This is an optimization exercise on Yosys and OpenROAD, whose aim is small area and a short achievable clock period, not a production implementation. RTL that was checked went through simulation tests only; none was proved equivalent to the original. No activity file was given, so power comes from the tool's default toggle rates.

==> flow/design.v (excerpt) <==
module IMU_synth (data, value, row, clk, rst);
  output [31:0] data;
  input [31:0] value;
  input [31:0] row;
  input clk;
  input rst;
  wire [24:0] bx = {2'b01, row[22:0]};    
  wire [11:0] neg_d, one_d, two_d;
  genvar g;
  generate for (g = 0; g < 12; g = g + 1) begin : enc
    wire b2 = bx[2*g+1];
    wire b1 = bx[2*g];
    wire b0 = (g == 0) ? 1'b0 : bx[2*g-1];
    assign neg_d[g] = b2;
    assign one_d[g] = b1 ^ b0;
    assign two_d[g] = (b2 & ~b1 & ~b0) | (~b2 & b1 & b0);
  end endgenerate
  wire [7:0] e_d = value[30:23] + row[30:23] + 8'd129;   
  wire v_d = rst & (|row);
  reg [22:0] a_r;
  reg [11:0] one_r, two_r;
  reg [10:0] neg_r;
  reg [7:0] e_r;
  reg s_r, v_r;
  always @(posedge clk) begin
    a_r <= value[22:0];
    one_r <= one_d[11:0];
    two_r <= two_d[11:0];
    neg_r <= neg_d[10:0];
    e_r <= e_d;
    s_r <= value[31] ^ row[31];
    v_r <= v_d;
  end
  wire pp1;
  assign pp1 = ((one_r[0] & a_r[0])) ^ neg_r[0];
  wire pp2;
  assign pp2 = ((one_r[0] & a_r[1]) | (two_r[0] & a_r[0])) ^ neg_r[0];
  wire pp3;
  assign pp3 = ((one_r[0] & a_r[2]) | (two_r[0] & a_r[1])) ^ neg_r[0];
  wire pp4;
  assign pp4 = ((one_r[0] & a_r[3]) | (two_r[0] & a_r[2])) ^ neg_r[0];
  wire pp5;
  assign pp5 = ((one_r[0] & a_r[4]) | (two_r[0] & a_r[3])) ^ neg_r[0];
  wire pp6;
  assign pp6 = ((one_r[0] & a_r[5]) | (two_r[0] & a_r[4])) ^ neg_r[0];
  ...
For scale: roughly 1,800 cells after synthesis, roughly 150 flip-flops, ~98 I/O pins, ~17,000 sq um of cells after synthesis.
clock: 8.0 ns
lec_check: 0
abc_area: 1
abc_clock_period_in_ps: 4000
cap_margin: 20
core_margin: 2
core_utilization: 45
cts_buf_list: sky130_fd_sc_hd__clkbuf_4 sky130_fd_sc_hd__clkbuf_8
setup_slack_margin: 3.5
slew_margin: 20
standard.sh (not shown) runs the stock make flow with config.mk's settings and CLKGATE_MAP_FILE= SYNTH_SCRIPT=/design/flow/synth_recipe.tcl, a recipe that flattens the netlist after the stock synthesis.
==> flow/flow/run.sh <==
#!/bin/bash
# Layout flow: the standard ORFS flow (standard.sh) with two make settings added:
#  - SYNTH_ARGS=-noabc: Yosys's synth skips its early generic "abc -fast" pass, so extract_fa
#    maps the RTL's explicit full adders directly, without polarity inverters between them.
#    Registers, their names and their cell types are the same as the standard synthesis.
#  - BUFFER_PORTS_ARGS: the port buffers are buf_2 cells (repair may resize them later).
# Each tool's full output is in orfs/logs/; make's own output goes to standard.log.
set -euo pipefail
bash standard.sh SYNTH_ARGS=-noabc "BUFFER_PORTS_ARGS=-buffer_cell sky130_fd_sc_hd__buf_2" finish > standard.log 2>&1
The starting point completed without violations.
Rerun with:
--- a/flow/design.v
+++ b/flow/design.v
@@ -1845,31 +1845,33 @@
   wire s906;
   wire c907;
   assign s906 = ~(c903 ^ c905);
   assign c907 = c903 | c905;
   wire [47:0] rs = {s906, c901, c897, c891, c885, c877, c869, c859, c849, c837, c825, c811, c797, c781, c765, c747, c729, c709, c689, c667, c645, c621, c597, c575, c553, c531, c511, c491, c473, c455, c439, c423, c409, c395, s392, c371, c361, s360, s348, c335, c329, s328, s322, s316, c313, s312, pp2, pp1};
   wire [47:0] rc = {1'b0, s904, s900, s896, s890, s884, s876, s868, s858, s848, s836, s824, s810, s796, s780, s764, s746, s728, s708, s688, s666, s644, s620, s596, s574, s552, s530, s510, s490, s472, s454, s438, s422, s408, s394, s382, s370, 1'b0, s350, s342, s334, 1'b0, 1'b0, s318, s314, 1'b0, 1'b0, neg_r[0]};
   wire [17:0] lo = {1'b0, rs[16:0]} + {1'b0, rc[16:0]};
   wire [30:0] hg = rs[47:17] & rc[47:17];
   wire [30:0] hp = rs[47:17] ^ rc[47:17];
-  reg [30:0] hg_q, hp_q;
+  reg [30:0] hs_q, hc_q;
   reg ci_q, s_q, v_q;
   reg [7:0] e_q;
   reg [7:0] e1_q;
   always @(posedge clk) begin
-    hg_q <= hg;
-    hp_q <= hp;
+    hs_q <= rs[47:17];
+    hc_q <= rc[47:17];
     ci_q <= lo[17];
     e_q <= e_r;
     e1_q <= e_r + 8'd1;
     s_q <= s_r;
     v_q <= rst & v_r;
   end
+  wire [30:0] hg_q = hs_q & hc_q;
+  wire [30:0] hp_q = hs_q ^ hc_q;
   wire gg_0_1 = hg_q[0] | (hp_q[0] & ci_q);
   wire gg_2_3 = hg_q[2] | (hp_q[2] & hg_q[1]);
   wire gp_2_3 = hp_q[2] & hp_q[1];
   wire gg_4_5 = hg_q[4] | (hp_q[4] & hg_q[3]);
   wire gp_4_5 = hp_q[4] & hp_q[3];
   wire gg_6_7 = hg_q[6] | (hp_q[6] & hg_q[5]);
   wire gp_6_7 = hp_q[6] & hp_q[5];
   wire gg_8_9 = hg_q[8] | (hp_q[8] & hg_q[7]);
   wire gp_8_9 = hp_q[8] & hp_q[7];
Clock-buffer cell count came out higher by 4.
Clock power fell by about 11%.
Die area stays flat.
Critical path depth goes down by 1.
Worst setup slack improves by 0.015 ns.
Global-route usage shrinks by 1.0 points.
Total power falls by 5.2%.
Routed wire length drops by about 1.5%.
Register-to-register slack is about the same.
Clock skew goes down by 0.017 ns.
Only the layout flow was run in the second run of this note; the RTL was not checked for function there.


Starting RTL as in the previous note.
export LEC_CHECK = 0
export ABC_AREA = 1
export ABC_CLOCK_PERIOD_IN_PS = 4000
export CAP_MARGIN = 20
export CORE_MARGIN = 2
export CORE_UTILIZATION = 45
export CTS_BUF_LIST = sky130_fd_sc_hd__clkbuf_4 sky130_fd_sc_hd__clkbuf_8
export SETUP_SLACK_MARGIN = 3.8
export SLEW_MARGIN = 20
create_clock -name core_clock -period 8.0 [get_ports {clk}]
Scripts as last shown in full above: flow/flow/run.sh
Next try:
--- a/flow/design.v
+++ b/flow/design.v
@@ -1842,37 +1842,39 @@
   wire c905;
   assign s904 = s902 ^ c899;
   assign c905 = s902 & c899;
   wire s906;
   wire c907;
   assign s906 = ~(c903 ^ c905);
   assign c907 = c903 | c905;
   wire [47:0] rs = {s906, c901, c897, c891, c885, c877, c869, c859, c849, c837, c825, c811, c797, c781, c765, c747, c729, c709, c689, c667, c645, c621, c597, c575, c553, c531, c511, c491, c473, c455, c439, c423, c409, c395, s392, c371, c361, s360, s348, c335, c329, s328, s322, s316, c313, s312, pp2, pp1};
   wire [47:0] rc = {1'b0, s904, s900, s896, s890, s884, s876, s868, s858, s848, s836, s824, s810, s796, s780, s764, s746, s728, s708, s688, s666, s644, s620, s596, s574, s552, s530, s510, s490, s472, s454, s438, s422, s408, s394, s382, s370, 1'b0, s350, s342, s334, 1'b0, 1'b0, s318, s314, 1'b0, 1'b0, neg_r[0]};
   wire [17:0] lo = {1'b0, rs[16:0]} + {1'b0, rc[16:0]};
   wire [30:0] hg = rs[47:17] & rc[47:17];
   wire [30:0] hp = rs[47:17] ^ rc[47:17];
-  reg [30:0] hg_q, hp_q;
+  reg [30:0] hs_q, hc_q;
   reg ci_q, s_q, v_q;
   reg [7:0] e_q;
   reg [7:0] e1_q;
   always @(posedge clk) begin
-    hg_q <= hg;
-    hp_q <= hp;
+    hs_q <= rs[47:17];
+    hc_q <= rc[47:17];
     ci_q <= lo[17];
     e_q <= e_r;
     e1_q <= e_r + 8'd1;
     s_q <= s_r;
     v_q <= rst & v_r;
   end
+  wire [30:0] hg_q = hs_q & hc_q;
+  wire [30:0] hp_q = hs_q ^ hc_q;
   wire gg_0_1 = hg_q[0] | (hp_q[0] & ci_q);
   wire gg_2_3 = hg_q[2] | (hp_q[2] & hg_q[1]);
   wire gp_2_3 = hp_q[2] & hp_q[1];
   wire gg_4_5 = hg_q[4] | (hp_q[4] & hg_q[3]);
   wire gp_4_5 = hp_q[4] & hp_q[3];
   wire gg_6_7 = hg_q[6] | (hp_q[6] & hg_q[5]);
   wire gp_6_7 = hp_q[6] & hp_q[5];
   wire gg_8_9 = hg_q[8] | (hp_q[8] & hg_q[7]);
   wire gp_8_9 = hp_q[8] & hp_q[7];
   wire gg_10_11 = hg_q[10] | (hp_q[10] & hg_q[9]);
   wire gp_10_11 = hp_q[10] & hp_q[9];
   wire gg_12_13 = hg_q[12] | (hp_q[12] & hg_q[11]);
- setup slack gets better by 0.015 ns
- combinational power fell by about 2%
- design area goes up by 0.54%
- cell count decreases by 0.42%
- hold slack gets better by 0.010 ns
- core utilization climbs by 0.29 points
- routed wire length is lower by 0.77%
- power went down by 1.7%
- global-route usage fell by 0.50 points
- die area is about the same
For the second run of this note, only the layout was checked, not whether the RTL still works.

-- port drivers added, routing unchanged --
In the flow no input, the clock included, has a driving cell. The finished layouts below were timed again as built, in two steps. Step 1 (the two cells are an assumption about what drives the block):
set clk [get_ports {clk}]
set_driving_cell -lib_cell sky130_fd_sc_hd__clkbuf_16 $clk
set_driving_cell -lib_cell sky130_fd_sc_hd__buf_2 [delete_from_list [all_inputs] $clk]
Step 2 adds t to the input delays and takes it off the output delays; t is the mean of the earliest and latest rising clock arrival at the registers after step 1. Input paths then give back, and output paths get back, about the clock's delay inside the block. a / b / c = ideal / step 1 / step 2; a / b = the first two.
run	t (ns)	slack for setup (ns)	worst setup path after step 2
the first run of note 1	0.551	3.511 / 3.511 / 3.511	register to register
the second run of note 1	0.548	3.526 / 3.526 / 3.526	register to register
the first run of note 2	0.546	3.782 / 3.782 / 3.782	register to register
the second run of note 2	0.541	3.797 / 3.751 / 3.798	register to register
After both steps every run listed still meets setup and hold.
